This is an optimization exercise on Yosys and OpenROAD, whose aim is a short achievable clock period and few clock cycles, not a production implementation.
Only simulation tests tie the RTL to the original design; equivalence was not proved.
Power and IR drop assume default switching activity.

--- design/flow/flow/run.sh ---
#!/bin/bash
set -euo pipefail
export BUFFER_PORTS_ARGS="-inputs -outputs -buffer_cell sky130_fd_sc_hd__buf_8"
bash standard.sh SETUP_SLACK_MARGIN=6 MATCH_CELL_FOOTPRINT=0 finish > run_make.log 2>&1
--- design/flow/standard.sh ---
#!/bin/bash
# synth_recipe.tcl (not shown) runs the flow's synth.tcl, then flattens the netlist and writes it again
# the make line also repeats each setting of config.mk as NAME=value (left out here)
make -C /OpenROAD-flow-scripts/flow DESIGN_CONFIG=/design/flow/config.mk WORK_HOME=/design/flow/orfs CLKGATE_MAP_FILE= SYNTH_SCRIPT=/design/flow/synth_recipe.tcl "${@:-finish}"
--- design/flow/config.mk ---
export PLATFORM = sky130hd
export DESIGN_NAME = Integration
export DESIGN_NICKNAME = Integration
export VERILOG_FILES = /design/flow/design.v
export SDC_FILE = /design/flow/constraint.sdc
export NUM_CORES = 4
export LEC_CHECK = 0
export CAP_MARGIN = 20
export CORE_MARGIN = 2
export CORE_UTILIZATION = 40
export SLEW_MARGIN = 20
--- design/flow/constraint.sdc ---
create_clock -name core_clock -period 8.0 [get_ports {clk}]
set_input_delay 1.6000 -clock core_clock [delete_from_list [all_inputs] [get_ports {clk}]]
set_output_delay 1.6000 -clock core_clock [all_outputs]
set_load 0.01 [all_outputs]
--- design/flow/design.v ---
`timescale 1ns / 1ps
module Integration(input clk,
	 input rst,
	 output [31:0]mem_addr,
	 output [31:0]mem_wdata,
	 output mem_we,
	 input [31:0]mem_rdata
 );
	localparam OP_R = 6'b000000, OP_LW = 6'b100011, OP_SW = 6'b101011,
	           OP_BEQ = 6'b000100, OP_J = 6'b001000;
	reg [31:0] rf [0:9];
	reg [9:0] pc_f;      
	reg [9:0] a_lo;      
	reg d_valid;
	reg [31:0] d_ir;
	reg [9:0] d_pc;
	reg [9:0] d_pc1;     
	reg [9:0] d_rs_oh, d_rt_oh;    
	reg e_valid;
	reg [9:0] e_pc;
	reg e_rwe;           
	reg e_ldwe;          
	reg [4:0] e_wa;      
	reg e_mem, e_st, e_beq;
	reg [31:0] e_a, e_b, e_opb;
	reg [31:0] e_g, e_p, e_gc, e_pp;
	reg e_b_w;           
	reg e_opb_b;         
	reg e_sub, e_and;
	reg [9:0] e_tgt;
	reg e_tgt_nz;        
	reg m_active, m_st, m_ldwe;
	reg [3:0] m_wa;
	reg [31:0] m_addr, m_data;
	reg w_we;
	reg [3:0] w_wa;
	reg [31:0] w_res;
	wire stall = m_active;
	wire [31:0] kg [0:5];
	wire [31:0] kp [0:5];
	assign kg[0] = e_gc;     
	assign kp[0] = e_pp;
	genvar gl, gi;
	generate
		for (gl = 0; gl < 5; gl = gl + 1) begin : ks
			for (gi = 0; gi < 32; gi = gi + 1) begin : b
				if (gi >= (1 << gl)) begin : c
					assign kg[gl + 1][gi] = kg[gl][gi] | (kp[gl][gi] & kg[gl][gi - (1 << gl)]);
					assign kp[gl + 1][gi] = kp[gl][gi] & kp[gl][gi - (1 << gl)];
				end else begin : n
					assign kg[gl + 1][gi] = kg[gl][gi];
					assign kp[gl + 1][gi] = kp[gl][gi];
				end
			end
		end
	endgenerate
	wire [31:0] e_x = e_and ? e_g : (e_p & ~e_g);
	wire [31:0] sum = e_x ^ {kg[5][30:0], e_sub};
	wire [31:0] res = sum;
	reg br_pend;
	reg [9:0] br_tgt;
	wire e_exec = e_valid & ~stall & ~br_pend;
	wire e_taken = e_exec & e_beq & e_tgt_nz & ~|(e_p & ~e_g);    
	wire m_next = e_exec & e_mem;
	wire [4:0] d_rs = d_ir[25:21];
	wire [4:0] d_rt = d_ir[20:16];
	wire [4:0] d_rd = d_ir[15:11];
	wire [9:0] d_tgt = d_pc1 + d_ir[9:0];
	wire d_tgt_nz = |d_ir[9:0];
	reg d_isr, d_isld, d_isst, d_isbeq, d_same, d_sub, d_and, d_rwe, d_ldwe;
	reg [31:0] rf_a, rf_b;
	integer k;
	always @(*) begin
		rf_a = 32'b0;
		rf_b = 32'b0;
		for (k = 0; k < 10; k = k + 1) begin
			rf_a = rf_a | (rf[k] & {32{d_rs_oh[k]}});
			rf_b = rf_b | (rf[k] & {32{d_rt_oh[k]}});
		end
	end
	reg c_ea, c_eb;
	reg e_byp_a, e_byp_b, w_byp_a, w_byp_b;
	wire e_ldb_a = e_exec & e_ldwe & c_ea;
	wire e_ldb_b = e_exec & e_ldwe & c_eb;
	wire [4:0] d_wa = d_isr ? d_rd : d_rt;
	wire [31:0] aw = w_byp_a ? w_res : rf_a;
	wire [31:0] bw = w_byp_b ? w_res : rf_b;
	wire d_mem = d_isld | d_isst;
	wire [31:0] d_imm = {{16{d_ir[15]}}, d_ir[15:0]};
	wire f_isj = ~mem_rdata[31] & ~mem_rdata[30] & mem_rdata[29] &
	             ~mem_rdata[28] & ~mem_rdata[27] & ~mem_rdata[26];
	wire [4:0] f_rs = mem_rdata[25:21];
	wire [4:0] f_rt = mem_rdata[20:16];
	wire f_isbeq = ~mem_rdata[31] & ~mem_rdata[30] & ~mem_rdata[29] &
	               mem_rdata[28] & ~mem_rdata[27] & ~mem_rdata[26];
	wire f_same = (f_rs == f_rt) | (f_rs >= 5'd10 & f_rt >= 5'd10);
	wire [9:0] pc_inc = pc_f + 10'd1;
	wire f_isr = (mem_rdata[31:26] == OP_R);
	wire f_isld = (mem_rdata[31:26] == OP_LW);
	wire d_redirect = ~br_pend & d_valid & d_isbeq & d_same & d_tgt_nz;
	wire smc_hit = m_st & ((e_valid & (m_addr[9:0] == e_pc)) |
	                       (d_valid & (m_addr[9:0] == d_pc)));
	wire [9:0] smc_pc = e_valid ? e_pc : d_pc;
	wire [9:0] pc_other = br_pend ? br_tgt : (d_redirect ? d_tgt : pc_inc);
	wire j_en = ~stall & ~br_pend & ~d_redirect;
	wire [9:0] pc_keep = stall ? (smc_hit ? smc_pc : pc_f) : pc_other;
	wire [9:0] a_keep = stall ? (smc_hit ? smc_pc : pc_f) : (m_next ? sum[9:0] : pc_other);
	wire [9:0] pc_next = (f_isj & j_en) ? mem_rdata[9:0] : pc_keep;
	wire [9:0] a_next = (f_isj & j_en & ~m_next) ? mem_rdata[9:0] : a_keep;
	reg [9:0] f_rs_oh, f_rt_oh;
	always @(*) begin
		for (k = 0; k < 10; k = k + 1) begin
			f_rs_oh[k] = (mem_rdata[25:21] == k);
			f_rt_oh[k] = (mem_rdata[20:16] == k);
		end
	end
	reg ld_a, ld_b;      
	wire [31:0] ld_a_val = ld_a ? mem_rdata : e_a;
	wire [31:0] ld_b_val = ld_b ? mem_rdata : e_b;
	wire [31:0] ld_opb_val = (ld_b & e_opb_b) ? (mem_rdata ^ {32{e_sub}}) : e_opb;
	wire [31:0] carry = {kg[5][30:0], e_sub};
	wire [31:0] a_c0 = e_byp_a ? e_x : aw;
	wire [31:0] a_c1 = e_byp_a ? ~e_x : aw;
	wire [31:0] b_c0 = e_byp_b ? e_x : bw;
	wire [31:0] b_c1 = e_byp_b ? ~e_x : bw;
	wire [31:0] o_c0 = d_mem ? d_imm : (b_c0 ^ {32{d_sub}});
	wire [31:0] o_c1 = d_mem ? d_imm : (b_c1 ^ {32{d_sub}});
	wire [31:0] na_0 = stall ? ld_a_val : a_c0;
	wire [31:0] na_1 = stall ? ld_a_val : a_c1;
	wire [31:0] no_0 = stall ? ld_opb_val : o_c0;
	wire [31:0] no_1 = stall ? ld_opb_val : o_c1;
	wire nand_ = stall ? ~e_and : ~d_and;
	wire ncin = stall ? e_sub : d_sub;
	wire [31:0] ng_0 = na_0 & no_0;
	wire [31:0] ng_1 = na_1 & no_1;
	wire [31:0] np_0 = na_0 | no_0;
	wire [31:0] np_1 = na_1 | no_1;
	function [31:0] csel(input [31:0] c, input [31:0] v1, input [31:0] v0);
		csel = (c & v1) | (~c & v0);
	endfunction
	assign mem_addr = {m_addr[31:10], a_lo};
	assign mem_wdata = m_data;
	assign mem_we = we_q;
	always @(posedge clk) begin
		if (w_we)
			rf[w_wa[3:0]] <= w_res;
	end
	always @(posedge clk) begin
		e_a <= stall ? ld_a_val : aw;
		e_b <= stall ? ld_b_val : bw;
		e_opb <= stall ? ld_opb_val : (d_mem ? d_imm : (bw ^ {32{d_sub}}));
		e_b_w <= stall ? (e_b_w & ~ld_b) : e_byp_b;
		e_g <= csel(carry, ng_1, ng_0);
		e_p <= csel(carry, np_1, np_0);
		e_gc <= csel(carry, ng_1 | {31'b0, np_1[0] & ncin}, ng_0 | {31'b0, np_0[0] & ncin}) & {32{nand_}};
		e_pp <= csel(carry, np_1, np_0) & {32{nand_}};
	end
	always @(posedge clk) begin
		m_addr <= sum;
		m_data <= e_b_w ? w_res : e_b;
	end
	always @(posedge clk) begin
		if (stall) begin
			w_wa <= m_wa;
			w_byp_a <= m_ldwe & (d_rs == {1'b0, m_wa});
			w_byp_b <= m_ldwe & (d_rt == {1'b0, m_wa});
			w_res <= mem_rdata;
		end else begin
			w_wa <= e_wa[3:0];
			w_byp_a <= e_exec & e_rwe & (f_rs == e_wa);
			w_byp_b <= e_exec & e_rwe & (f_rt == e_wa);
			c_ea <= (f_rs == d_wa);
			c_eb <= (f_rt == d_wa);
			e_byp_a <= d_valid & d_rwe & (f_rs == d_wa);
			e_byp_b <= d_valid & d_rwe & (f_rt == d_wa);
			w_res <= res;
			m_wa <= e_wa[3:0];
			e_pc <= d_pc;
			e_rwe <= d_rwe;
			e_ldwe <= d_ldwe;
			e_wa <= d_wa;
			ld_a <= e_ldb_a;
			ld_b <= e_ldb_b;
			e_mem <= d_valid & (d_isld | d_isst);
			e_st <= d_isst;
			e_beq <= d_isbeq & ~d_same;
			e_opb_b <= ~(d_isld | d_isst);
			e_sub <= d_sub;
			e_and <= d_and;
			br_tgt <= e_tgt;
			e_tgt <= d_tgt;
			e_tgt_nz <= d_tgt_nz;
			d_ir <= mem_rdata;
			d_isr <= f_isr;
			d_isld <= f_isld;
			d_isst <= (mem_rdata[31:26] == OP_SW);
			d_isbeq <= f_isbeq;
			d_same <= f_same;
			d_sub <= f_isr & (mem_rdata[5:0] == 6'd1);
			d_and <= f_isr & (mem_rdata[5:0] == 6'd2);
			d_rwe <= f_isr & (mem_rdata[15:11] < 5'd10);
			d_ldwe <= f_isld & (f_rt < 5'd10);
			d_pc <= pc_f;
			d_pc1 <= pc_inc;
			d_rs_oh <= f_rs_oh;
			d_rt_oh <= f_rt_oh;
		end
	end
	always @(posedge clk or posedge rst) begin
		if (rst)
			pc_f <= 0;
		else if (~boot_bad)
			pc_f <= pc_next;
	end
	reg we_q;
	reg rst_seen;        
	reg up;              
	always @(posedge clk)
		rst_seen <= rst;
	always @(posedge clk or posedge rst) begin
		if (rst)
			up <= 0;
		else
			up <= 1;
	end
	wire boot_bad = ~up & ~rst_seen;
	always @(posedge clk) begin
		if (rst) begin
			a_lo <= 0;
			we_q <= 0;
		end else begin
			a_lo <= boot_bad ? pc_f : a_next;
			we_q <= e_exec & e_st;
		end
	end
	always @(posedge clk or posedge rst) begin
		if (rst) begin
			d_valid <= 0;
			e_valid <= 0;
			m_active <= 0;
			m_st <= 0;
			m_ldwe <= 0;
			w_we <= 0;
			br_pend <= 0;
		end else if (stall) begin
			m_active <= 0;
			m_st <= 0;
			m_ldwe <= 0;
			w_we <= m_ldwe;
			br_pend <= 0;
			if (smc_hit) begin
				e_valid <= 0;
				d_valid <= 0;
			end
		end else begin
			m_active <= m_next;
			m_st <= e_exec & e_st;
			m_ldwe <= e_exec & e_ldwe;
			w_we <= e_exec & e_rwe;
			br_pend <= e_taken;
			e_valid <= d_valid & ~br_pend;
			d_valid <= ~br_pend & ~d_redirect & ~boot_bad;
		end
	end
endmodule
==> results of run 1 <==
-- sequential cells by signal (all words and copies together) (netlist names), 10 cells and up --
| register | flops |
|---|---|
| rf | 320 |
| e_a | 32 |
| e_b | 32 |
| e_g | 32 |
| e_opb | 32 |
| e_p | 32 |
| m_addr | 32 |
| m_data | 32 |
| w_res | 32 |
| e_gc | 31 |
| e_pp | 30 |
| d_ir | 26 |
| a_lo | 10 |
| br_tgt | 10 |
| d_pc1 | 10 |
| d_pc | 10 |
| d_rs_oh | 10 |
| d_rt_oh | 10 |
| e_pc | 10 |
| e_tgt | 10 |
| pc_f | 10 |
-- path summary, 6_finish.rpt --
check | from | to | slack (ns) | cells past startpoint
max reg2reg | d_rt_oh[0]$_DFFE_PN_ | e_g[31]$_DFF_P_ | 5.18 | 11
min in group asynchronous | rst | pc_f[3]$_DFFE_PP0N_ | 1.06 | 3
min reg2reg | e_tgt[0]$_DFFE_PN_ | br_tgt[0]$_DFFE_PN_ | 0.42 | 0
min | e_tgt[0]$_DFFE_PN_ | br_tgt[0]$_DFFE_PN_ | 0.42 | 0
max in group asynchronous | rst | m_active$_DFF_PP0_ | 6.64 | 3
max | d_rt_oh[0]$_DFFE_PN_ | e_g[31]$_DFF_P_ | 5.18 | 11
-- area by class of cell --
type | count | area, µm² | area share, %
Clock inverter | 53 | 623 | 1.21
Antenna cell | 5 | 12.5 | 0.0243
Inverter | 44 | 201 | 0.391
Clock buffer | 112 | 2350 | 4.57
Timing Repair Buffer | 554 | 6550 | 12.7
Multi-Input combinational cell | 2267 | 19100 | 37.2
Tap cell | 1243 | 1560 | 3.02
Sequential cell | 799 | 21000 | 40.8
-- metal layers --
layer  part of all wire [%]  track usage [%]
met5                      0                0
met4                    8.1             22.4
met3                     10             6.54
met2                     44             46.8
met1                     37             38.3
-- through the flow --
step                      hold slack (ns)  setup slack [ns]  instance area, µm²  utilization [%]
after detailed placement            0.405              4.22               40400             44.0
after floorplan                     0.400              5.07               38300                -
after CTS                           0.417              5.22               49200             53.6
after global routing                0.424              5.12               51500             56.0
final                               0.419              5.18               51500             56.0
after global placement              0.402              4.21               40400             44.0
-- cells in the mapped netlist (all sizes together), types with 16 or more instances --
| library cell | number |
|---|---|
| a221oi | 54 |
| o21ai | 203 |
| o211ai | 56 |
| a311oi | 19 |
| a22oi | 132 |
| buf | 88 |
| edfxtp | 480 |
| a41o | 19 |
| o21bai | 16 |
| a222oi | 53 |
| nand2 | 324 |
| o221ai | 17 |
| a21oi | 151 |
| and2 | 55 |
| inv | 41 |
| o21a | 24 |
| nand2b | 69 |
| or3 | 29 |
| mux2i | 117 |
| a22o | 51 |
| nor4 | 18 |
| nand3 | 52 |
| clkbuf | 156 |
| mux2 | 77 |
| a31oi | 34 |
| nand4 | 48 |
| dfrtp | 18 |
| xnor2 | 122 |
| dfxtp | 301 |
| nor2 | 192 |
| a21o | 34 |
| a211oi | 36 |
| nor3 | 41 |
| xor2 | 42 |
-- worst max-delay path, cell delays in order, from the launching register on --
cell	delay [ns]
edfxtp_1	0.42
buf_6	0.16
buf_12	0.15
a222oi_1	0.35
nand4_1	0.46
mux2i_4	0.36
buf_6	0.14
nor2_2	0.03
a21oi_2	0.14
mux2i_1	0.25
o21ai_1	0.12
o21ai_2	0.16
-- cell families (layout without fill, tap and decap cells) --
group	count (synthesis)	after routing	share of synthesized area [%]
buf+inv	288	763	3.26
mux	194	194	5.48
compound gates	984	985	19.0
simple gates	911	912	11.8
flops	799	799	56.2
other cells	1	6	0.0101
xor+xnor	164	164	3.88
fa+ha+maj	11	11	0.390
-- power breakdown --
group / internal [W] / total [W] / leakage, nW / switching (W)
clock network: 0.00238 / 0.00420 / 1.44 / 0.00182
registers: 0.00615 / 0.00741 / 7.36 / 0.00126
logic: 0.00728 / 0.0158 / 10.3 / 0.00847
total: 0.0158 / 0.0274 / 19.1 / 0.0116
-- repair_timing --
| item | CTS | global route |
|---|---|---|
| gates cloned | 25 | 1 |
| pin swaps | 293 | 208 |
| hold buffers | 0 | 0 |
| gates resized for setup | 800 | 293 |
| setup buffers | 260 | 109 |
| setup endpoints to repair | 776 | 531 |
| endpoints found under the hold margin | 0 | 0 |
==> results.json, run 1 <==
{
  "status": "finished clean",
  "setup_tns_ns": 0,
  "fmax_mhz": 354,
  "synth_area_um2": 37200,
  "numCtsBuffers": 88,
  "syn_area_per_cell_um2": 11.1,
  "critPathLaunchType": "flip-flop",
  "root_buffer": "clkbuf_16",
  "clk_pin_slew_ns": 0.07,
  "syn2layout_area_growth_pct": 38.4,
  "period_needed_ns": 2.82,
  "rows": 111,
  "grt_max_degree": 112,
  "async_flop_share_pct": 2.25,
  "overflow": 0,
  "cap_viol_max_count": 0,
  "coreArea_um2": 91900,
  "cts_buffer_depth": 3,
  "p_leak_nw": 19.1,
  "port_buffers": 98,
  "slew_headroom_pct": 29.2,
  "synthFlopType": "edfxtp_1",
  "dieArea_um2": 95400,
  "wl_per_cell_um": 29.6,
  "num_vias": 32000,
  "die_x_um": 309,
  "slew_violations": 0,
  "finalSetupViolCount": 0,
  "clk-insertion-delay-late_ns": 0.69,
  "num-fill-cells": 7473,
  "dp_hpwl_um": 85200,
  "gp_congestion": 0.914,
  "drtIter0Drc": 4269,
  "yosys.area.top_type": "edfxtp_1",
  "worst_pin_slew_ns": 1.06,
  "htreeDepth": 3,
  "irDropWorstVdd_uv": 261,
  "final_common_cell": "edfxtp_1",
  "via_per_inst": 6.31,
  "final_nets": 3799,
  "cts_tree": "done",
  "synthCells": 3352,
  "yosys_warnings": 1,
  "pin_count": 99,
  "grt_pass1_wl_um": 211000,
  "clock_sinks": 799,
  "end_kind": "flip-flop",
  "synth-edff-count": 480,
  "antenna_found_initial": 5,
  "die_y_um": 309,
  "total_power_w": 0.0274,
  "ant_nets": 0,
  "layout_common_cells": "edfxtp_1, nand2_1, dfxtp_1",
  "p_per_area_nw_per_um2": 532,
  "wl_um": 150000,
  "ys_ff_latch": 799,
  "grt_util_all_layers_pct": 30.6,
  "grt_pass1_vias": 30400,
  "dr.pass1.iters": 8,
  "drc": 0,
  "crit_type": "reg2reg",
  "cp.arrival_ns": 3.43,
  "ys_seq_area_share_pct": 56.2,
  "start_util_pct": 40.4,
  "yosysTopAreaCellShare_pct": 38.8,
  "hold_viol": 0,
  "syn-num-nets": 3397,
  "dp_cells": 4512,
  "synth.area.top_cells": "edfxtp_1, dfxtp_1, nand2_1",
  "fin_skew_ns": 0.0379,
  "required_ns": 8.60,
  "synth_cell_types": 96,
  "cp_max_fo": 7,
  "period_share_pct": 35.3,
  "final_layout_size_suffix_gt1_share_pct": 37.3,
  "stdcell_count": 5077,
  "min_path_type": "reg2reg",
  "rsz0062_at_grt": "true"
}
Testbench counts, summed over its fixed seeds: cycles 10,250.
==> inputs of run 2 (changes only) <==
--- a/design/flow/design.v
+++ b/design/flow/design.v
@@ -15,7 +15,8 @@
 	reg [31:0] d_ir;
 	reg [9:0] d_pc;
 	reg [9:0] d_pc1;     
-	reg [9:0] d_rs_oh, d_rt_oh;    
+	reg [31:0] d_ra, d_rb, d_pval;
+	reg d_pw_a, d_pw_b;
 	reg e_valid;
 	reg [9:0] e_pc;
 	reg e_rwe;           
@@ -68,16 +69,8 @@
 	wire [9:0] d_tgt = d_pc1 + d_ir[9:0];
 	wire d_tgt_nz = |d_ir[9:0];
 	reg d_isr, d_isld, d_isst, d_isbeq, d_same, d_sub, d_and, d_rwe, d_ldwe;
-	reg [31:0] rf_a, rf_b;
-	integer k;
-	always @(*) begin
-		rf_a = 32'b0;
-		rf_b = 32'b0;
-		for (k = 0; k < 10; k = k + 1) begin
-			rf_a = rf_a | (rf[k] & {32{d_rs_oh[k]}});
-			rf_b = rf_b | (rf[k] & {32{d_rt_oh[k]}});
-		end
-	end
+	wire [31:0] rf_a = d_pw_a ? d_pval : d_ra;
+	wire [31:0] rf_b = d_pw_b ? d_pval : d_rb;
 	reg c_ea, c_eb;
 	reg e_byp_a, e_byp_b, w_byp_a, w_byp_b;
 	wire e_ldb_a = e_exec & e_ldwe & c_ea;
@@ -101,17 +94,22 @@
 	wire smc_hit = m_st & ((e_valid & (m_addr[9:0] == e_pc)) |
 	                       (d_valid & (m_addr[9:0] == d_pc)));
 	wire [9:0] smc_pc = e_valid ? e_pc : d_pc;
-	wire [9:0] pc_other = br_pend ? br_tgt : (d_redirect ? d_tgt : pc_inc);
+	wire [9:0] pc_other = br_pend ? br_tgt : pc_inc;
 	wire j_en = ~stall & ~br_pend & ~d_redirect;
 	wire [9:0] pc_keep = stall ? (smc_hit ? smc_pc : pc_f) : pc_other;
 	wire [9:0] a_keep = stall ? (smc_hit ? smc_pc : pc_f) : (m_next ? sum[9:0] : pc_other);
-	wire [9:0] pc_next = (f_isj & j_en) ? mem_rdata[9:0] : pc_keep;
-	wire [9:0] a_next = (f_isj & j_en & ~m_next) ? mem_rdata[9:0] : a_keep;
-	reg [9:0] f_rs_oh, f_rt_oh;
+	wire d_take = ~stall & ~br_pend & d_redirect;
+	wire [9:0] pc_next = d_take ? d_tgt : ((f_isj & j_en) ? mem_rdata[9:0] : pc_keep);
+	wire [9:0] a_next = (d_take & ~m_next) ? d_tgt :
+	                    ((f_isj & j_en & ~m_next) ? mem_rdata[9:0] : a_keep);
+	reg [31:0] f_ra, f_rb;
+	integer k;
 	always @(*) begin
+		f_ra = 32'b0;
+		f_rb = 32'b0;
 		for (k = 0; k < 10; k = k + 1) begin
-			f_rs_oh[k] = (mem_rdata[25:21] == k);
-			f_rt_oh[k] = (mem_rdata[20:16] == k);
+			f_ra = f_ra | (rf[k] & {32{f_rs == k}});
+			f_rb = f_rb | (rf[k] & {32{f_rt == k}});
 		end
 	end
 	reg ld_a, ld_b;      
@@ -202,8 +200,11 @@
 			d_ldwe <= f_isld & (f_rt < 5'd10);
 			d_pc <= pc_f;
 			d_pc1 <= pc_inc;
-			d_rs_oh <= f_rs_oh;
-			d_rt_oh <= f_rt_oh;
+			d_ra <= f_ra;
+			d_rb <= f_rb;
+			d_pval <= w_res;
+			d_pw_a <= w_we & (f_rs == {1'b0, w_wa});
+			d_pw_b <= w_we & (f_rt == {1'b0, w_wa});
 		end
 	end
 	always @(posedge clk or posedge rst) begin
==> run 2 against run 1 <==
Effect of this change:
- non-clock buffer count grew 134
- sequential power grew 8.9%
- sequential share of layout area shrank 1.3 points
- die area grew 12%
- register-to-register slack gained 0.06 ns
- highest routed layer is now met5
==> results.json, run 2 <==
{
  "min_to": "br_tgt[8]$_DFFE_PN_",
  "yosys.area.top_type": "edfxtp_1",
  "min_path_type": "reg2reg",
  "drtIter0Drc": 5811,
  "num_vias": 37300,
  "period_share_pct": 36.5,
  "num-fill-cells": 8043,
  "yosysMostFrequentCell": "edfxtp_1",
  "slew_violations": 0,
  "cp_max_fo": 5,
  "min_from": "e_tgt[8]$_DFFE_PN_",
  "final_common_cell": "edfxtp_1",
  "ys_ff_latch": 877,
  "required_ns": 8.56,
  "syn2layout_area_growth_pct": 41.6,
  "r2r_end": "a_lo[2]$_SDFF_PP0_",
  "end_kind": "flip-flop",
  "antenna_found_initial": 8,
  "dr.pass1.iters": 8,
  "period_needed_ns": 2.92,
  "fmax_mhz": 342,
  "p_per_area_nw_per_um2": 430,
  "syn-num-nets": 3777,
  "rsz0062_at_grt": "true",
  "synth_area_um2": 41800,
  "overflow": 0,
  "rows": 118,
  "setup_tns_ns": 0,
  "p_int_w": 0.0152,
  "stdcell_area_um2": 59100,
  "layout_common_cells": "edfxtp_1, buf_4, nand2_1",
  "yosys_warnings": 1,
  "r2r-start": "br_pend$_DFF_PP0_",
  "gp_congestion": 0.899,
  "dpl_cell_area_um2": 44900,
  "dieArea_um2": 107000,
  "coreArea_um2": 103000,
  "die_y_um": 327,
  "p_seq_share_pct": 31.8,
  "slew_headroom_pct": 29.1,
  "ys_seq_area_share_pct": 55.6,
  "finalSetupViolCount": 0,
  "grt_max_degree": 97,
  "worst_pin_slew_ns": 1.06,
  "synth.area.top_cells": "edfxtp_1, dfxtp_1, mux2i_1",
  "grt_util_all_layers_pct": 31.3,
  "comb_power_share_pct": 50.8,
  "async_flop_share_pct": 2.05,
  "p_leak_nw": 22.2,
  "cts_tree": "done",
  "synthFlopType": "edfxtp_1",
  "wl_um": 179000,
  "port_buffers": 98,
  "synth_cell_types": 90,
  "clock_sinks": 877,
  "reg2reg_depth": 7,
  "clk_pin_slew_ns": 0.06,
  "final_nets": 4296,
  "die_x_um": 327,
  "sw_frac_of_total_pct": 40.1,
  "p_clk_share_pct": 17.4,
  "ant_nets": 0,
  "htreeDepth": 3,
  "diodes": 0,
  "cts_hold_buffers": 0,
  "wl_per_cell_um": 31.4,
  "cp.arrival_ns": 3.48,
  "synth_common_cells": "edfxtp_1, dfxtp_1, nand2_1, o21ai_0, clkbuf_1",
  "via_per_inst": 6.53,
  "syn_area_per_cell_um2": 11.2,
  "yosysTopAreaCellShare_pct": 40.1,
  "p_sw_w": 0.0102,
  "dp_hpwl_um": 95600,
  "fin_skew_ns": 0.0620,
  "status": "finished clean",
  "grt_pass1_vias": 35000,
  "holdPathStages": 0,
  "synth-edff-count": 558,
  "drc": 0,
  "largest_reg_flops": 320,
  "irDropWorstVdd_uv": 221,
  "pin_count": 99,
  "root_buffer": "clkbuf_16",
  "hold_viol": 0,
  "start_util_pct": 40.3,
  "crit_type": "in2reg",
  "final_layout_size_suffix_gt1_share_pct": 39.9,
  "cts_buffer_depth": 3,
  "grt_pass1_wl_um": 244000,
  "clk-insertion-delay-late_ns": 0.73,
  "numCtsBuffers": 95,
  "rrSetupSlack_ns": 5.24,
  "cap_viol_max_count": 0,
  "synthCells": 3732,
  "critPathLaunchType": "primary input"
}
==> run 2: cell types whose count changed after synthesis, moves of 24 or more <==
cell / previous run / this run
edfxtp_1: 480 / 558
a22oi_1: 132 / 64
nand3_1: 52 / 113
nand2_1: 324 / 265
mux2_2: 77 / 119
mux2i_1: 117 / 155
a22o_1: 51 / 87
clkbuf_1: 156 / 192
nand4_1: 48 / 16
nor2b_1: 8 / 40
a21oi_1: 147 / 175
and2_1: 55 / 79
nor3_1: 41 / 65
==> run 2: stage by stage <==
stage	utilization, %	total power (W)	setup slack, ns	instances	hold slack [ns]
CTS	53.8	0.0234	5.14	5548	0.419
global route	57.1	0.0262	5.10	5712	0.418
detailed placement	43.4	0.0160	3.58	5004	0.405
finish	57.1	0.0254	5.08	5712	0.419
floorplan	-	0.0128	4.86	3732	0.400
global placement	43.4	0.0159	3.62	5004	0.401
==> run 2: logic make-up after synthesis <==
logic type / share of synthesized area, %
compound gates: 18.1
xor+xnor: 3.84
fa+ha+maj: 0.348
buf+inv: 3.27
flops: 55.6
mux: 6.92
other cells: 0.00898
simple gates: 11.9
==> run 2: power groups by stage <==
| stage | clock (W) | sequential (W) | combinational, W |
|---|---|---|---|
| CTS | 0.00443 | 0.00798 | 0.0109 |
| finish | 0.00441 | 0.00807 | 0.0129 |
| floorplan | 0 | 0.00730 | 0.00548 |
| detailed placement | 0 | 0.00804 | 0.00793 |
| global route | 0.00461 | 0.00817 | 0.0134 |
| global placement | 0 | 0.00802 | 0.00787 |
==> run 2: area by class of cell <==
type / instances / area (µm²) / share of cell area (%)
repair inverters: 3 / 30.0 / 0.0508
clock buffers: 128 / 2640 / 4.47
well taps: 1380 / 1730 / 2.92
flip-flops and latches: 877 / 23400 / 39.5
multi-input cells: 2532 / 22100 / 37.4
clock inverters: 50 / 425 / 0.720
repair buffers: 688 / 8560 / 14.5
inverters: 54 / 250 / 0.423
==> run 2: worst max path at each step <==
stage	from	endpoint	cells after the start
finish	mem_rdata[31]	a_lo[1]$_SDFF_PP0_	9
global route	mem_rdata[31]	a_lo[9]$_SDFF_PP0_	10
CTS	mem_rdata[28]	a_lo[9]$_SDFF_PP0_	10
detailed placement	mem_rdata[31]	a_lo[0]$_SDFF_PP0_	7
global placement	mem_rdata[17]	d_rb[30]$_DFFE_PN_	7
floorplan	mem_rdata[31]	a_lo[1]$_SDFF_PP0_	7
==> run 2: what timing repair did <==
item,in CTS,in global routing
pin swaps,330,291
gates cloned,52,11
setup endpoints to repair,897,496
setup buffers,314,153
resized for setup,897,426
==> run 2: per-layer routing <==
metal  vias to the layer above  global-route usage (%)  share of wire, %
met5                         -                       0             0.015
met4                         4                    19.8               7.4
met3                       692                    7.60                12
met2                      2878                    47.4                44
met1                     18400                    40.1                37
li1                      15300                       -                 -
==> run 2: critical path, stage by stage <==
cell and delay [ns]:
buf_8 0.10, or4_4 0.59, nor4_4 0.18, buf_6 0.21
nand2_8 0.08, buf_12 0.14, or3_4 0.34, o311ai_4 0.10
a311oi_2 0.13
Testbench counts of run 2, summed over its fixed seeds: cycles 10,250.
==> inputs of run 3 (changes only) <==
--- a/design/flow/design.v
+++ b/design/flow/design.v
@@ -207,31 +207,16 @@
 			d_pw_b <= w_we & (f_rt == {1'b0, w_wa});
 		end
 	end
+	reg we_q;
 	always @(posedge clk or posedge rst) begin
-		if (rst)
+		if (rst) begin
 			pc_f <= 0;
-		else if (~boot_bad)
-			pc_f <= pc_next;
-	end
-	reg we_q;
-	reg rst_seen;        
-	reg up;              
-	always @(posedge clk)
-		rst_seen <= rst;
-	always @(posedge clk or posedge rst) begin
-		if (rst)
-			up <= 0;
-		else
-			up <= 1;
-	end
-	wire boot_bad = ~up & ~rst_seen;
-	always @(posedge clk) begin
-		if (rst) begin
 			a_lo <= 0;
 			we_q <= 0;
 		end else begin
-			a_lo <= boot_bad ? pc_f : a_next;
-			we_q <= e_exec & e_st;
+			pc_f <= pc_next;
+			a_lo <= a_next;
+			we_q <= ~stall & e_exec & e_st;
 		end
 	end
 	always @(posedge clk or posedge rst) begin
@@ -260,7 +245,7 @@
 			w_we <= e_exec & e_rwe;
 			br_pend <= e_taken;
 			e_valid <= d_valid & ~br_pend;
-			d_valid <= ~br_pend & ~d_redirect & ~boot_bad;
+			d_valid <= ~br_pend & ~d_redirect;
 		end
 	end
 endmodule
==> run 3 against run 2 <==
Effect of this change:
- clock power rose by 3%
- total power grew 1.1%
- first-iteration DRC count down 2.8%
- largest power group unchanged
- utilization down 1.3 points
- cell area down 5.4%
- wire length decreased by 6.5%
- cell count is 6.6% lower
- still clean on timing, DRC and antenna
- clock skew fell by 0.023 ns
- register-to-register slack got worse by 0.03 ns
- global-route usage decreased by 0.72 points
==> results.json, run 3 <==
{
  "die_x_um": 322,
  "synthFlopType": "edfxtp_1",
  "ys_seq_area_share_pct": 57.5,
  "period_needed_ns": 2.85,
  "ant_nets": 0,
  "num-fill-cells": 7956,
  "synthSimpleGateAreaFrac_pct": 10.5,
  "num_vias": 34100,
  "grt_max_degree": 90,
  "min_from": "e_tgt[2]$_DFFE_PN_",
  "critPathTopFamily": "flip-flops",
  "wl_um": 168000,
  "r2r-start": "e_gc[3]$_DFF_P_",
  "holdPathStages": 0,
  "worstSetupStartpoint": "a_lo[1]$_DFF_PP0_",
  "yosysTopAreaCellShare_pct": 41.5,
  "syn-num-nets": 3602,
  "synth-adder-area-share_pct": 0.359,
  "start_util_pct": 40.3,
  "dieArea_um2": 104000,
  "end_kind": "output pin",
  "grt_pass1_wl_um": 228000,
  "seqCellArea_um2": 23300,
  "critPathLaunchType": "flip-flop",
  "hold_viol": 0,
  "clk_pin_slew_ns": 0.06,
  "final_util_pct": 55.8,
  "multi_input_area_um2": 19900,
  "syn2layout_area_growth_pct": 38.4,
  "p_int_w": 0.0153,
  "wl_per_cell_um": 31.4,
  "min_to": "br_tgt[2]$_DFFE_PN_",
  "rows": 116,
  "drtIter0Drc": 5651,
  "dr.pass1.iters": 10,
  "fmax_mhz": 351,
  "finalSetupViolCount": 0,
  "preCtsSetupSlack_ns": 3.68,
  "port_buffers": 98,
  "p_sw_w": 0.0103,
  "grt_util_all_layers_pct": 30.5,
  "path_cells": "buf_8",
  "pin_count": 99,
  "die_y_um": 322,
  "synth_cell_types": 87,
  "cp_slowest_stage_delay_ns": 0.42,
  "drc": 0,
  "async_flop_share_pct": 3.20,
  "required_ns": 6.40,
  "p_seq_share_pct": 32.0,
  "antenna_found_initial": 6,
  "layout_common_cells": "edfxtp_1, nand2_1, dfxtp_1",
  "slew_violations": 0,
  "critPathBufInv": 1,
  "synth-edff-count": 558,
  "synth.area.top_cells": "edfxtp_1, dfxtp_1, mux2i_1",
  "syn_area_per_cell_um2": 11.4,
  "cap_viol_max_count": 0,
  "total_power_w": 0.0257,
  "min_path_type": "reg2reg",
  "worst_slack_ns": 5.15,
  "gp_congestion": 0.864,
  "synth_common_cells": "edfxtp_1, nand2_1, dfxtp_1, a21oi_1, xnor2_1",
  "synth_compound_area_share_pct": 16.1,
  "period_share_pct": 35.6,
  "clock_sinks": 875,
  "rsz0062_at_grt": "true",
  "irDropWorstVdd_uv": 275,
  "yosys.area.top_type": "edfxtp_1",
  "cts_tree": "done",
  "overflow": 0,
  "p_per_area_nw_per_um2": 459,
  "final_common_cell": "edfxtp_1",
  "final_nets": 4005,
  "fin_skew_ns": 0.0394,
  "clk-insertion-delay-late_ns": 0.70,
  "status": "finished clean",
  "sw_frac_of_total_pct": 40.2,
  "rrSetupSlack_ns": 5.21,
  "r2r_end": "w_res[31]$_DFF_P_",
  "via_per_inst": 6.38,
  "p_clk_share_pct": 17.7,
  "coreArea_um2": 100000,
  "cts_hold_buffers": 0,
  "muxShareOfSynthArea_pct": 7.84,
  "grt_pass1_vias": 32100,
  "p_leak_nw": 20.9,
  "setup_tns_ns": 0,
  "ys_ff_latch": 875,
  "synth_top_family_by_area": "compound AO/OA/AOI/OAI gates",
  "final_layout_size_suffix_gt1_share_pct": 36.3,
  "cp.arrival_ns": 1.25,
  "whs_ns": 0.415,
  "slew_headroom_pct": 29.8,
  "yosys_warnings": 1,
  "diodes": 0,
  "numCtsBuffers": 94,
  "worst_pin_slew_ns": 1.05,
  "crit_type": "reg2out",
  "comb_power_share_pct": 50.3,
  "synthCells": 3557,
  "synth_xor_area_share_pct": 4.70,
  "reg2reg_depth": 10,
  "largest_reg_flops": 320,
  "cts_buffer_depth": 3,
  "dp_hpwl_um": 85500,
  "yosysMostFrequentCell": "edfxtp_1",
  "root_buffer": "clkbuf_16",
  "htreeDepth": 3,
  "synth_area_um2": 40400,
  "cp_max_fo": 1,
  "crit_slowest_cell": "dfrtp_1"
}
## run 3: worst max path at each step
stage | cells after the start | to
6_report | 1 | mem_addr[1]
5_1_grt | 1 | mem_addr[1]
4_1_cts | 1 | mem_addr[1]
3_5_place_dp | 10 | d_ra[5]$_DFFE_PN_
3_3_place_gp | 10 | d_ra[27]$_DFFE_PN_
2_1_floorplan | 6 | a_lo[4]$_DFF_PP0_
## run 3: routing by layer
metal	routed length (µm)	global-route usage (%)	vias to the layer above
met3	22300	8.22	614
met5	8	0	-
met2	72200	46.1	2616
met4	10900	16.6	2
li1	-	-	14200
met1	62300	39.9	16700
## run 3: repair_timing
item | CTS | global route
pin swaps | 248 | 173
setup endpoints to repair | 927 | 444
buffers inserted | 241 | 100
cloned | 48 | 12
resized for setup | 774 | 316
endpoints found under the hold margin | 0 | 0
## run 3: cells by family after synthesis
family	Yosys count
compound gates	950
simple gates	909
flops	875
mux	301
buf+inv	294
xor+xnor	217
fa+ha+maj	11
## run 3: per-stage QoR
step	instances	area [µm²]
after CTS	5223	53400
final	5335	55900
after floorplan	3557	41600
after global placement	4761	43800
after global routing	5335	55900
after detailed placement	4761	43800
## run 3: cell type report
type | instances | area share [%]
Timing Repair inverter | 2 | 0.0403
Timing Repair Buffer | 553 | 13.5
Clock buffer | 129 | 4.78
Multi-Input combinational cell | 2392 | 35.6
Inverter | 42 | 0.407
Sequential cell | 875 | 41.8
Tap cell | 1298 | 2.90
Clock inverter | 44 | 0.965
## run 3: power groups by stage
stage	Clock [W]	Combinational (W)	Sequential, W
floorplan	0	0.00617	0.00750
global placement	0	0.00869	0.00817
detailed placement	0	0.00874	0.00820
CTS	0.00456	0.0114	0.00814
global route	0.00475	0.0136	0.00832
finish	0.00455	0.0129	0.00822
Testbench counts of run 3, summed over its fixed seeds: cycles 10,250.
==> inputs of run 4 (changes only) <==
--- a/design/flow/design.v
+++ b/design/flow/design.v
@@ -68,7 +68,16 @@
 	wire [4:0] d_rd = d_ir[15:11];
 	wire [9:0] d_tgt = d_pc1 + d_ir[9:0];
 	wire d_tgt_nz = |d_ir[9:0];
-	reg d_isr, d_isld, d_isst, d_isbeq, d_same, d_sub, d_and, d_rwe, d_ldwe;
+	wire [5:0] d_op = d_ir[31:26];
+	wire d_isr = (d_op == OP_R);
+	wire d_isld = (d_op == OP_LW);
+	wire d_isst = (d_op == OP_SW);
+	wire d_isbeq = (d_op == OP_BEQ);
+	wire d_same = (d_rs == d_rt) | (d_rs >= 5'd10 & d_rt >= 5'd10);
+	wire d_sub = d_isr & (d_ir[5:0] == 6'd1);
+	wire d_and = d_isr & (d_ir[5:0] == 6'd2);
+	wire d_rwe = d_isr & (d_rd < 5'd10);
+	wire d_ldwe = d_isld & (d_rt < 5'd10);
 	wire [31:0] rf_a = d_pw_a ? d_pval : d_ra;
 	wire [31:0] rf_b = d_pw_b ? d_pval : d_rb;
 	reg c_ea, c_eb;
@@ -84,12 +93,7 @@
 	             ~mem_rdata[28] & ~mem_rdata[27] & ~mem_rdata[26];
 	wire [4:0] f_rs = mem_rdata[25:21];
 	wire [4:0] f_rt = mem_rdata[20:16];
-	wire f_isbeq = ~mem_rdata[31] & ~mem_rdata[30] & ~mem_rdata[29] &
-	               mem_rdata[28] & ~mem_rdata[27] & ~mem_rdata[26];
-	wire f_same = (f_rs == f_rt) | (f_rs >= 5'd10 & f_rt >= 5'd10);
 	wire [9:0] pc_inc = pc_f + 10'd1;
-	wire f_isr = (mem_rdata[31:26] == OP_R);
-	wire f_isld = (mem_rdata[31:26] == OP_LW);
 	wire d_redirect = ~br_pend & d_valid & d_isbeq & d_same & d_tgt_nz;
 	wire smc_hit = m_st & ((e_valid & (m_addr[9:0] == e_pc)) |
 	                       (d_valid & (m_addr[9:0] == d_pc)));
@@ -189,15 +193,6 @@
 			e_tgt <= d_tgt;
 			e_tgt_nz <= d_tgt_nz;
 			d_ir <= mem_rdata;
-			d_isr <= f_isr;
-			d_isld <= f_isld;
-			d_isst <= (mem_rdata[31:26] == OP_SW);
-			d_isbeq <= f_isbeq;
-			d_same <= f_same;
-			d_sub <= f_isr & (mem_rdata[5:0] == 6'd1);
-			d_and <= f_isr & (mem_rdata[5:0] == 6'd2);
-			d_rwe <= f_isr & (mem_rdata[15:11] < 5'd10);
-			d_ldwe <= f_isld & (f_rt < 5'd10);
 			d_pc <= pc_f;
 			d_pc1 <= pc_inc;
 			d_ra <= f_ra;
==> run 4 against run 3 <==
Effect of this change:
- still clean
- sequential share of layout area down 0.98 points
- area after synthesis up 3.2%
- non-clock buffer count down 24
- global-route usage down 0.075 points
- first-iteration DRC count down 7.8%
- flip-flop and latch count down 3
- critical path depth up 7
- cell area up 2.0%
- critical path type is now in2reg
- largest power group unchanged
- highest routed layer unchanged
==> results.json, run 4 <==
{
  "status": "finished clean",
  "numCtsBuffers": 95,
  "yosysMostFrequentCell": "edfxtp_1",
  "dp_hpwl_um": 91200,
  "syn2layout_area_growth_pct": 36.9,
  "worstSetupStartpoint": "mem_rdata[26]",
  "met2_length_um": 73800,
  "whs_ns": 0.422,
  "synth.area.top_cells": "edfxtp_1, dfxtp_1, mux2_2",
  "async_flop_share_pct": 3.21,
  "via_per_inst": 6.35,
  "worst_slack_ns": 5.19,
  "num-fill-cells": 8292,
  "die_y_um": 327,
  "dr.pass1.iters": 8,
  "die_x_um": 327,
  "drc": 0,
  "port_buffers": 98,
  "crit_type": "in2reg",
  "layout_common_cells": "edfxtp_1, nand2_1, dfxtp_1",
  "final_layout_size_suffix_gt1_share_pct": 36.4,
  "stdcell_count": 5559,
  "yosysTopAreaCellShare_pct": 40.0,
  "dp_cells": 4995,
  "cap_viol_max_count": 0,
  "min_path_type": "reg2reg",
  "num_vias": 35300,
  "seqCellArea_um2": 23300,
  "grt_util_all_layers_pct": 30.5,
  "slew_violations": 0,
  "critPathTopFamily": "simple AND/OR/NAND/NOR gates",
  "yosys.area.top_type": "edfxtp_1",
  "ant_nets": 0,
  "critPathBufInv": 2,
  "drtIter0Drc": 5212,
  "finalSetupViolCount": 0,
  "dieArea_um2": 107000,
  "top_layer_used": "met5",
  "wl_met3_um": 19900,
  "hold_viol": 0,
  "largest_reg_flops": 320,
  "cts_tree": "done",
  "period_needed_ns": 2.81,
  "required_ns": 8.56,
  "multi_input_area_um2": 21700,
  "worst_pin_slew_ns": 1.17,
  "overflow": 0,
  "slew_headroom_pct": 22.0,
  "rsz0062_at_grt": "true",
  "cts_hold_buffers": 0,
  "gp_congestion": 0.905,
  "coreArea_um2": 103000,
  "clock_sinks": 872,
  "start_util_pct": 40.3,
  "ys_seq_area_share_pct": 55.6,
  "clk_pin_slew_ns": 0.06,
  "drt-met1-wl_um": 64100,
  "grt_pass1_wl_um": 238000,
  "p_per_area_nw_per_um2": 426,
  "synth-edff-count": 555,
  "setup_tns_ns": 0,
  "critPathLaunchType": "primary input",
  "wl_per_cell_um": 30.7,
  "preCtsSetupSlack_ns": 3.66,
  "clk-insertion-delay-late_ns": 0.70,
  "p_leak_nw": 21.6,
  "synth_area_um2": 41700,
  "synthFlopType": "edfxtp_1",
  "pin_count": 99,
  "htreeDepth": 3,
  "min_from": "e_tgt[8]$_DFFE_PN_",
  "period_share_pct": 35.1,
  "grt_max_degree": 80,
  "grt_pass1_vias": 33900,
  "path_cells": "buf_12, nor4_4, and4b_1, o21ai_4, buf_6, o22a_1, o31a_1, mux2_4",
  "synth_cell_types": 90,
  "wl_um": 171000,
  "antenna_found_initial": 8,
  "synth_common_cells": "edfxtp_1, dfxtp_1, nand2_1, nor2_1, a21oi_1",
  "synthCells": 3717,
  "rows": 118,
  "crit_slowest_cell": "nor4_4",
  "root_buffer": "clkbuf_16",
  "yosys_warnings": 1,
  "ys_ff_latch": 872,
  "syn_area_per_cell_um2": 11.2,
  "fmax_mhz": 356,
  "final_common_cell": "edfxtp_1",
  "r2r-start": "d_ir[3]$_DFFE_PN_",
  "irDropWorstVdd_uv": 240,
  "end_kind": "flip-flop",
  "fin_skew_ns": 0.0375,
  "cts_buffer_depth": 3,
  "syn-num-nets": 3762,
  "cp_slowest_stage_delay_ns": 0.48,
  "final_nets": 4140,
  "cp_max_fo": 5,
  "cp.arrival_ns": 3.37
}
==> run 4: cell types whose count changed after synthesis, sizes merged, moves of 28 or more <==
cell,previous run,this run
xor2,16,70
and3,17,45
a22oi,87,126
and2,15,49
a211oi,22,103
nand2,372,273
a222oi,74,22
o31ai,8,36
mux2i,178,150
xnor2,201,113
==> run 4: power by group <==
part	total (W)	internal (W)	switching [W]
clock	0.00444	0.00255	0.00190
combinational	0.0118	0.00536	0.00641
sequential	0.00809	0.00669	0.00140
==> run 4: worst paths after layout <==
check,endpoint,slack (ns),depth (start not counted)
setup / recovery,a_lo[6]$_DFF_PP0_,5.19,8
hold / removal,br_tgt[8]$_DFFE_PN_,0.42,0
setup reg to reg,e_gc[3]$_DFF_P_,5.21,14
hold reg to reg,br_tgt[8]$_DFFE_PN_,0.42,0
max in group asynchronous,e_valid$_DFFE_PP0P_,6.66,3
min in group asynchronous,pc_f[2]$_DFF_PP0_,0.99,3
==> run 4: area by class of cell <==
cell class              instances  share of cell area (%)
multi-input cells            2534                    38.1
repair inverters                3                  0.0592
repair buffers                529                    12.1
inverters                      60                   0.489
clock inverters                44                   0.741
flip-flops and latches        872                    40.8
well taps                    1380                    3.03
clock buffers                 136                    4.72
diodes                          1                 0.00439
==> run 4: stage by stage <==
| stage | util, % | total power (W) | cell area (µm²) |
|---|---|---|---|
| floorplan | - | 0.0128 | 42500 |
| global placement | 43.3 | 0.0157 | 44800 |
| detailed placement | 43.3 | 0.0158 | 44800 |
| CTS | 53.1 | 0.0229 | 54900 |
| global route | 55.1 | 0.0252 | 57100 |
| finish | 55.1 | 0.0243 | 57100 |
==> run 4: kinds of logic (layout without fill, tap and decap cells) <==
group | count (synthesis) | count (layout) | share of synthesized area (%)
other | 0 | 1 | 0
flip-flops | 872 | 872 | 55.6
XOR/XNOR | 183 | 183 | 3.85
buffers and inverters | 319 | 772 | 3.17
AND/OR/NAND/NOR | 981 | 987 | 11.7
multiplexers | 300 | 300 | 7.79
AO/OA/AOI/OAI | 1051 | 1053 | 17.6
adder cells (fa/ha/maj) | 11 | 11 | 0.348
==> run 4: routing by layer <==
layer / vias up / GRT usage (%)
met4: 8 / 17.9
li1: 14900 / -
met3: 656 / 7.83
met2: 2436 / 46.0
met1: 17300 / 39.6
met5: - / 0
==> run 4: repair_timing <==
item,CTS,global route
buffers inserted,248,77
cloned,53,5
resized for setup,886,280
setup endpoints to repair,993,586
pin swaps,338,234
Testbench counts of run 4, summed over its fixed seeds: cycles 10,250.
==> inputs of run 5 (changes only) <==
--- a/design/flow/design.v
+++ b/design/flow/design.v
@@ -202,16 +202,31 @@
 			d_pw_b <= w_we & (f_rt == {1'b0, w_wa});
 		end
 	end
+	always @(posedge clk or posedge rst) begin
+		if (rst)
+			pc_f <= 0;
+		else if (~boot_bad)
+			pc_f <= pc_next;
+	end
 	reg we_q;
+	reg rst_seen;        
+	reg up;              
+	always @(posedge clk)
+		rst_seen <= rst;
 	always @(posedge clk or posedge rst) begin
+		if (rst)
+			up <= 0;
+		else
+			up <= 1;
+	end
+	wire boot_bad = ~up & ~rst_seen;
+	always @(posedge clk) begin
 		if (rst) begin
-			pc_f <= 0;
 			a_lo <= 0;
 			we_q <= 0;
 		end else begin
-			pc_f <= pc_next;
-			a_lo <= a_next;
-			we_q <= ~stall & e_exec & e_st;
+			a_lo <= boot_bad ? pc_f : a_next;
+			we_q <= e_exec & e_st;
 		end
 	end
 	always @(posedge clk or posedge rst) begin
@@ -240,7 +255,7 @@
 			w_we <= e_exec & e_rwe;
 			br_pend <= e_taken;
 			e_valid <= d_valid & ~br_pend;
-			d_valid <= ~br_pend & ~d_redirect;
+			d_valid <= ~br_pend & ~d_redirect & ~boot_bad;
 		end
 	end
 endmodule
==> run 5 against run 4 <==
Effect of this change:
- via count up 7.9%
- combinational power down 58%
- cell area up 4.9%
- clock skew shrank 0.0074 ns
- die area up 1.9%
- global-route usage grew 1.3 points
- still clean
- sequential share of layout area decreased by 1.9 points
- critical endpoint is now pc_f[3]$_DFFE_PP0N_
==> results.json, run 5 <==
{
  "num_vias": 38100,
  "die_x_um": 330,
  "slew_headroom_pct": 31.8,
  "port_buffers": 98,
  "stdcell_count": 5832,
  "yosysMostFrequentCell": "edfxtp_1",
  "synthCells": 3875,
  "wl_um": 183000,
  "drc": 0,
  "fin_skew_ns": 0.0301,
  "required_ns": 8.56,
  "cp_max_fo": 7,
  "synth-edff-count": 555,
  "slew_violations": 0,
  "critPathLaunchType": "flip-flop",
  "setup_tns_ns": 0,
  "ys_seq_area_share_pct": 54.5,
  "cap_viol_max_count": 0,
  "yosys.area.top_type": "edfxtp_1",
  "cts_hold_buffers": 0,
  "irDropWorstVdd_uv": 239,
  "total_power_w": 0.0165,
  "ant_nets": 0,
  "worst_pin_slew_ns": 1.02,
  "min_path_type": "reg2reg",
  "rrSetupSlack_ns": 5.20,
  "reg2reg_depth": 10,
  "async_flop_share_pct": 2.06,
  "final_common_cell": "edfxtp_1",
  "p_leak_nw": 22.9,
  "numCtsBuffers": 95,
  "yosysTopAreaCellShare_pct": 39.2,
  "antenna_found_initial": 5,
  "period_share_pct": 34.9,
  "p_per_area_nw_per_um2": 276,
  "path_cells": "buf_12, or4_4, nor4b_4, nor2_4, buf_6, a21o_4, buf_6, buf_6, mux2i_1, o22ai_1",
  "end_kind": "flip-flop",
  "gp_congestion": 0.911,
  "period_needed_ns": 2.80,
  "grt_pass1_wl_um": 249000,
  "dp_cells": 5168,
  "min_to": "br_tgt[9]$_DFFE_PN_",
  "ys_ff_latch": 874,
  "clock_sinks": 874,
  "dieArea_um2": 109000,
  "cts_tree": "done",
  "rows": 119,
  "r2r-start": "d_ir[0]$_DFFE_PN_",
  "synth.area.top_cells": "edfxtp_1, dfxtp_1, mux2i_1",
  "finalSetupViolCount": 0,
  "yosys_warnings": 1,
  "hold_viol": 0,
  "layout_common_cells": "edfxtp_1, buf_4, nand2_1",
  "final_nets": 4407,
  "wl_per_cell_um": 31.4,
  "synth_cell_types": 93,
  "syn_area_per_cell_um2": 11.0,
  "via_per_inst": 6.53,
  "dr.pass1.iters": 11,
  "cp.arrival_ns": 3.36,
  "die_y_um": 330,
  "synth_area_um2": 42500,
  "crit_slowest_cell": "or4_4",
  "diodes": 0,
  "grt_max_degree": 74,
  "critPathBufInv": 4,
  "clk-insertion-delay-late_ns": 0.72,
  "min_from": "e_tgt[9]$_DFFE_PN_",
  "coreArea_um2": 105000,
  "final_layout_size_suffix_gt1_share_pct": 38.5,
  "critPathTopFamily": "simple AND/OR/NAND/NOR gates",
  "syn-num-nets": 3920,
  "cp_slowest_stage_delay_ns": 0.54,
  "start_util_pct": 40.3,
  "grt_pass1_vias": 35400,
  "synthFlopType": "edfxtp_1",
  "holdPathStages": 0,
  "largest_reg_flops": 320,
  "num-fill-cells": 8238,
  "cts_buffer_depth": 3,
  "htreeDepth": 3,
  "overflow": 0,
  "drtIter0Drc": 6444,
  "crit_type": "reg2reg",
  "fmax_mhz": 358,
  "cp_common_cell": "buf_6",
  "pin_count": 99,
  "rsz0062_at_grt": "true",
  "grt_util_all_layers_pct": 31.7,
  "clk_pin_slew_ns": 0.06,
  "root_buffer": "clkbuf_16",
  "r2r_end": "pc_f[3]$_DFFE_PP0N_",
  "synth_common_cells": "edfxtp_1, dfxtp_1, nor2_1, nand2_1, a21oi_1",
  "syn2layout_area_growth_pct": 40.9,
  "dp_hpwl_um": 98200,
  "status": "finished clean"
}
run 5: worst register-to-register path, delay by kind of cell, from the launching register on:
| kind | cells | cell delay (ns) |
|---|---|---|
| muxes | 1 | 0.20 |
| DFF | 1 | 0.44 |
| AOI/OAI and AO/OA | 2 | 0.37 |
| buffers and inverters | 4 | 0.58 |
| and+or+nand+nor | 3 | 1.09 |
run 5: kinds of logic after synthesis:
| family | Yosys count | share of synthesized area, % |
|---|---|---|
| AOI/OAI and AO/OA | 1063 | 17.2 |
| xor gates and xnor gates | 193 | 3.98 |
| adders and majority gates | 11 | 0.342 |
| buffers and inverters | 312 | 3.06 |
| DFF | 874 | 54.5 |
| muxes | 357 | 8.79 |
| other | 1 | 0.00883 |
| and+or+nand+nor | 1064 | 12.1 |
run 5: cell type report:
cell class | count | area (µm²) | share of cell area (%)
clock buffer | 124 | 2620 | 4.38
clock inverter | 52 | 581 | 0.970
inverter | 50 | 263 | 0.439
multi-input combinational | 2697 | 23100 | 38.6
sequential | 874 | 23300 | 38.9
tap | 1391 | 1740 | 2.91
timing repair buffer | 641 | 8260 | 13.8
timing repair inverter | 3 | 23.8 | 0.0397
run 5: how the worst max path moves through the flow:
stage,start,to,slack (ns),depth (start not counted)
floorplan,mem_rdata[25],d_ra[29]$_DFFE_PN_,5.05,9
global placement,mem_rdata[16],d_rb[28]$_DFFE_PN_,4.03,9
detailed placement,mem_rdata[16],d_rb[28]$_DFFE_PN_,3.98,9
CTS,a_lo[7]$_SDFF_PP0_,mem_addr[7],5.21,1
global route,d_ir[0]$_DFFE_PN_,pc_f[3]$_DFFE_PP0N_,5.21,10
finish,d_ir[0]$_DFFE_PN_,pc_f[3]$_DFFE_PP0N_,5.20,10
run 5: metrics by stage:
stage	area, µm²	hold slack (ns)	util (%)	setup slack, ns
6_report	59800	0.420	56.8	5.20
5_1_grt	59800	0.426	56.8	5.21
3_3_place_gp	45800	0.401	43.5	4.03
4_1_cts	56500	0.420	53.6	5.21
3_5_place_dp	45800	0.405	43.5	3.98
2_1_floorplan	43600	0.400	-	5.05
run 5: repair_timing:
action                                  CTS  global route
cloned                                   48             8
buffers inserted                        292           140
resized for setup                       865           414
pin swaps                               307           270
endpoints found under the setup margin  976           700
run 5: power breakdown:
group | switching (W) | internal, W
sequential | 0.00101 | 0.00598
combinational | 0.00257 | 0.00234
clock | 0.00196 | 0.00265
run 5: routing by layer:
layer	GRT usage, %	vias to the layer above	wire [µm]
met4	17.5	0	13400
met2	47.1	3073	77500
met5	0	-	0
met1	42.3	18600	68000
met3	8.16	752	24500
li1	-	15700	-
Testbench counts of run 5, summed over its fixed seeds: cycles 10,250.
==> inputs of run 6 (changes only) <==
==> design/flow/flow/run.sh (replaced) <==
#!/bin/bash
# Layout flow: the standard layout (standard.sh), with these changes to
# how the layout is optimised:
#  - synthesis is the standard flow's (synth_recipe.tcl) with a faster ABC mapping script
#    (flow/synth.tcl, flow/abc_fast.script); registers are as in the standard
#    synthesis,
#  - the resizer may pick any cell, not only one of the same footprint,
#  - every input and output port gets a sky130_fd_sc_hd__buf_8 buffer
#    instead of the delay cell buffer_ports picks by default.
# make's full output goes to run_make.log; ORFS keeps each step's log under
# orfs/logs/.
set -euo pipefail
export BUFFER_PORTS_ARGS="-inputs -outputs -buffer_cell sky130_fd_sc_hd__buf_8"
export FAST_ABC_SCRIPT="$PWD/flow/abc_fast.script"
bash standard.sh SYNTH_SCRIPT="$PWD/flow/synth.tcl" SETUP_SLACK_MARGIN=6 MATCH_CELL_FOOTPRINT=0 finish > run_make.log 2>&1
==> design/flow/flow/abc_fast.script (new file) <==
&get -n
&st
&dch
&nf -p -F 1
&st
&syn2
&if -g -K 6
&synch2
&nf -p -F 1
&st
&syn2
&if -g -K 6
&synch2
&nf -p -F 1
&st
&syn2
&if -g -K 6
&synch2
&nf -p -F 1
&st
&syn2
&if -g -K 6
&synch2
&nf -p -F 1
&st
&syn2
&if -g -K 6
&synch2
&nf -p -F 1
&put
buffer -c
topo
stime -c
upsize -c
==> design/flow/flow/synth.tcl (new file) <==
# The standard flow's synthesis script (synth_recipe.tcl), with one change: ABC maps with
# flow/abc_fast.script, ORFS's abc_speed.script with a single area-flow round
# in each &nf and no final dnsize, so that paths ABC sees as short are not
# slowed down to the length of the longest one. Registers are not touched
# (ABC runs on the combinational logic only).
proc synth {args} { yosys synth -nofsm -noshare {*}$args }
proc abc {args} {
  set i [lsearch -exact $args -script]
  if {$i >= 0} { lset args [expr {$i + 1}] $::env(FAST_ABC_SCRIPT) }
  yosys abc {*}$args
}
source $::env(SCRIPTS_DIR)/synth.tcl
# left out here: clear keep_hierarchy, flatten, clean up, hide names made inside functions, write 1_2_yosys.v
==> run 6 against run 5 <==
Effect of this change:
- still clean on timing, DRC and antenna
- cell area is 5.1% higher
- cell count is 5.1% higher
- critical path depth is 9 lower
- clock power is 6.1% higher
- area after synthesis is 8.6% higher
- die area is 8.5% higher
- register-to-register slack better by 0.16 ns
- utilization is 1.8 points lower
- highest routed layer is now met5
==> results.json, run 6 <==
{
  "preCtsSetupSlack_ns": 3.77,
  "crit_cells": 1,
  "cp_max_fo": 1,
  "p_clk_share_pct": 28.8,
  "rsz0062_at_grt": "true",
  "die_y_um": 344,
  "use_met2_pct": 45.8,
  "dieArea_um2": 118000,
  "overflow": 0,
  "use_met1_pct": 40.0,
  "fin_skew_ns": 0.0402,
  "rrSetupSlack_ns": 5.36,
  "min_from": "e_tgt[7]$_DFFE_PN_",
  "yosysTopAreaCellShare_pct": 36.1,
  "largest_reg_flops": 320,
  "async_flop_share_pct": 2.06,
  "min_path_type": "reg2reg",
  "synthCells": 4010,
  "r2r_end": "e_pp[13]$_DFF_P_",
  "yosys.area.top_type": "edfxtp_1",
  "comb_power_share_pct": 29.8,
  "required_ns": 6.40,
  "synth_common_cells": "edfxtp_1, nor2_1, dfxtp_1, nand2_1, o21ai_0",
  "setup_tns_ns": 0,
  "synth.area.top_cells": "edfxtp_1, dfxtp_1, clkbuf_8",
  "holdPathStages": 0,
  "sw_frac_of_total_pct": 33.5,
  "p_int_w": 0.0113,
  "synth_cell_types": 107,
  "ant_nets": 0,
  "reg2reg_depth": 11,
  "dp_hpwl_um": 101000,
  "cp.arrival_ns": 1.17,
  "hold_viol": 0,
  "cap_viol_max_count": 0,
  "irDropWorstVdd_uv": 195,
  "critPathBufInv": 1,
  "ys_ff_latch": 874,
  "wl_per_cell_um": 31.3,
  "grt_pass1_wl_um": 261000,
  "via_per_inst": 6.35,
  "p_seq_share_pct": 41.3,
  "finalSetupViolCount": 0,
  "path_cells": "buf_8",
  "die_x_um": 344,
  "met3_usage_pct": 7.20,
  "p_per_area_nw_per_um2": 270,
  "r2r-start": "d_ir[2]$_DFFE_PN_",
  "antenna_found_initial": 6,
  "status": "finished clean",
  "final_common_cell": "edfxtp_1",
  "crit_slowest_cell": "dfxtp_2",
  "worst_pin_slew_ns": 1.10,
  "min_to": "br_tgt[7]$_DFFE_PN_",
  "wl_um": 192000,
  "slew_violations": 0,
  "clk-insertion-delay-late_ns": 0.72,
  "grt_max_degree": 65,
  "p_sw_w": 0.00569,
  "cts_buffer_depth": 3,
  "clock_sinks": 874,
  "crit_type": "reg2out",
  "drc": 0,
  "root_buffer": "clkbuf_16",
  "end_kind": "output pin",
  "syn-num-nets": 4055,
  "synth-edff-count": 555,
  "cp_slowest_stage_delay_ns": 0.33,
  "grt_util_all_layers_pct": 30.7,
  "pin_count": 99,
  "cts_tree": "done",
  "final_layout_size_suffix_gt1_share_pct": 47.7,
  "period_needed_ns": 2.77,
  "clk_pin_slew_ns": 0.06,
  "port_buffers": 98,
  "worst_slack_ns": 5.23,
  "critPathLaunchType": "flip-flop",
  "dr.pass1.iters": 9,
  "numCtsBuffers": 100,
  "yosys_warnings": 1,
  "drtIter0Drc": 5435,
  "start_util_pct": 40.4,
  "p_leak_nw": 23.4,
  "rows": 124,
  "period_share_pct": 34.6,
  "grt-busiest-layer": "met2",
  "slew_headroom_pct": 26.4,
  "synth_area_um2": 46100,
  "num_vias": 38900,
  "ys_seq_area_share_pct": 50.2,
  "htreeDepth": 3,
  "final_nets": 4572,
  "syn2layout_area_growth_pct": 36.3,
  "critPathTopFamily": "flip-flops",
  "layout_common_cells": "edfxtp_1, buf_4, nor2_1",
  "synthFlopType": "edfxtp_1",
  "grt_pass1_vias": 36100,
  "coreArea_um2": 114000,
  "syn_area_per_cell_um2": 11.5,
  "yosysMostFrequentCell": "edfxtp_1",
  "fmax_mhz": 361,
  "gp_congestion": 0.934
}
run 6: routing by layer:
layer | routed length [µm] | up-vias
met5 | 34 | -
met4 | 14400 | 4
met3 | 23300 | 694
met2 | 83300 | 2867
met1 | 70600 | 19100
li1 | - | 16300
run 6: cells by family after synthesis:
| group | Yosys count | share of synthesized area [%] |
|---|---|---|
| and+or+nand+nor | 1190 | 13.9 |
| AOI/OAI and AO/OA | 1130 | 17.2 |
| DFF | 874 | 50.2 |
| buffers and inverters | 321 | 8.07 |
| muxes | 301 | 6.87 |
| xor gates and xnor gates | 182 | 3.45 |
| adders and majority gates | 11 | 0.315 |
| other | 1 | 0.00813 |
run 6: worst max-delay path by stage:
stage / start / end / slack [ns]
floorplan: mem_rdata[17] / d_rb[21]$_DFFE_PN_ / 5.02
global placement: mem_rdata[16] / d_rb[12]$_DFFE_PN_ / 3.76
finish: m_addr[27]$_DFF_P_ / mem_addr[27] / 5.23
global route: m_addr[27]$_DFF_P_ / mem_addr[27] / 5.21
detailed placement: mem_rdata[16] / d_rb[28]$_DFFE_PN_ / 3.77
CTS: m_addr[27]$_DFF_P_ / mem_addr[27] / 5.21
run 6: what timing repair did:
item                       CTS  global route
cloned                      51             9
pin swaps                  305           220
setup endpoints to repair  949           583
hold endpoints to repair     0             0
setup buffers              350           115
hold buffers                 0             0
resized for setup          901           388
run 6: final cells by class:
cell class,count,area [µm²]
Clock buffer,137,2840
Fill cell,9066,51400
Tap cell,1512,1890
Clock inverter,52,652
Timing Repair Buffer,664,8430
Sequential cell,874,23300
Timing Repair inverter,5,46.3
Inverter,53,269
Antenna cell,4,10.0
Multi-Input combinational cell,2829,25400
run 6: power groups by stage:
stage | Combinational (W) | Clock (W) | Sequential, W
global placement | 0.00354 | 0 | 0.00695
detailed placement | 0.00355 | 0 | 0.00697
CTS | 0.00445 | 0.00492 | 0.00694
floorplan | 0.00255 | 0 | 0.00651
finish | 0.00507 | 0.00489 | 0.00702
global route | 0.00527 | 0.00511 | 0.00708
run 6: metrics by stage:
stage	hold slack, ns	util, %	power [W]	cell area, µm²	instances
finish	0.418	55.0	0.0170	62900	6130
detailed placement	0.405	42.1	0.0105	48100	5412
CTS	0.418	52.2	0.0163	59700	6002
floorplan	0.400	-	0.00906	47900	4010
global route	0.421	55.0	0.0175	62900	6126
global placement	0.400	42.1	0.0105	48100	5412

-- static timing again, ports no longer ideal --
The flow's constraints put no driver on any port. The routed layouts listed below were extracted and timed again, unchanged, in two steps. Step 1 (the two cells are an assumption about what drives the block):
set clk [get_ports {clk}]
set_driving_cell -lib_cell sky130_fd_sc_hd__clkbuf_16 $clk
set_driving_cell -lib_cell sky130_fd_sc_hd__buf_2 [delete_from_list [all_inputs] $clk]
Step 2 times the ports against the registers' clock, not the clock port: input delays grow and output delays shrink by t, the midpoint of the rising clock arrivals with the driver on. Slacks: no drivers / after step 1 / after step 2; pairs: no drivers / after step 1.
| run | t (ns) | setup slack, ns | hold slack, ns | worst slew at a driven data input, ns |
|---|---|---|---|---|
| run 1 | 0.735 | 5.176 / 5.167 / 4.652 | 0.419 / 0.419 / 0.419 | 0.20 |
| run 2 | 0.774 | 5.079 / 5.115 / 4.342 | 0.419 / 0.419 / 0.419 | 0.37 |
| run 3 | 0.758 | 5.150 / 5.071 / 4.439 | 0.415 / 0.415 / 0.415 | 0.34 |
| run 4 | 0.749 | 5.188 / 5.102 / 4.353 | 0.422 / 0.422 / 0.422 | 0.43 |
| run 5 | 0.769 | 5.205 / 5.172 / 4.525 | 0.420 / 0.420 / 0.420 | 0.38 |
| run 6 | 0.780 | 5.232 / 5.155 / 4.440 | 0.418 / 0.418 / 0.418 | 0.36 |
After both steps setup and hold are still met in every run listed. The setup slack of run 4, which loses most, moves by -0.086 ns with the drivers and by -0.835 ns with both steps.
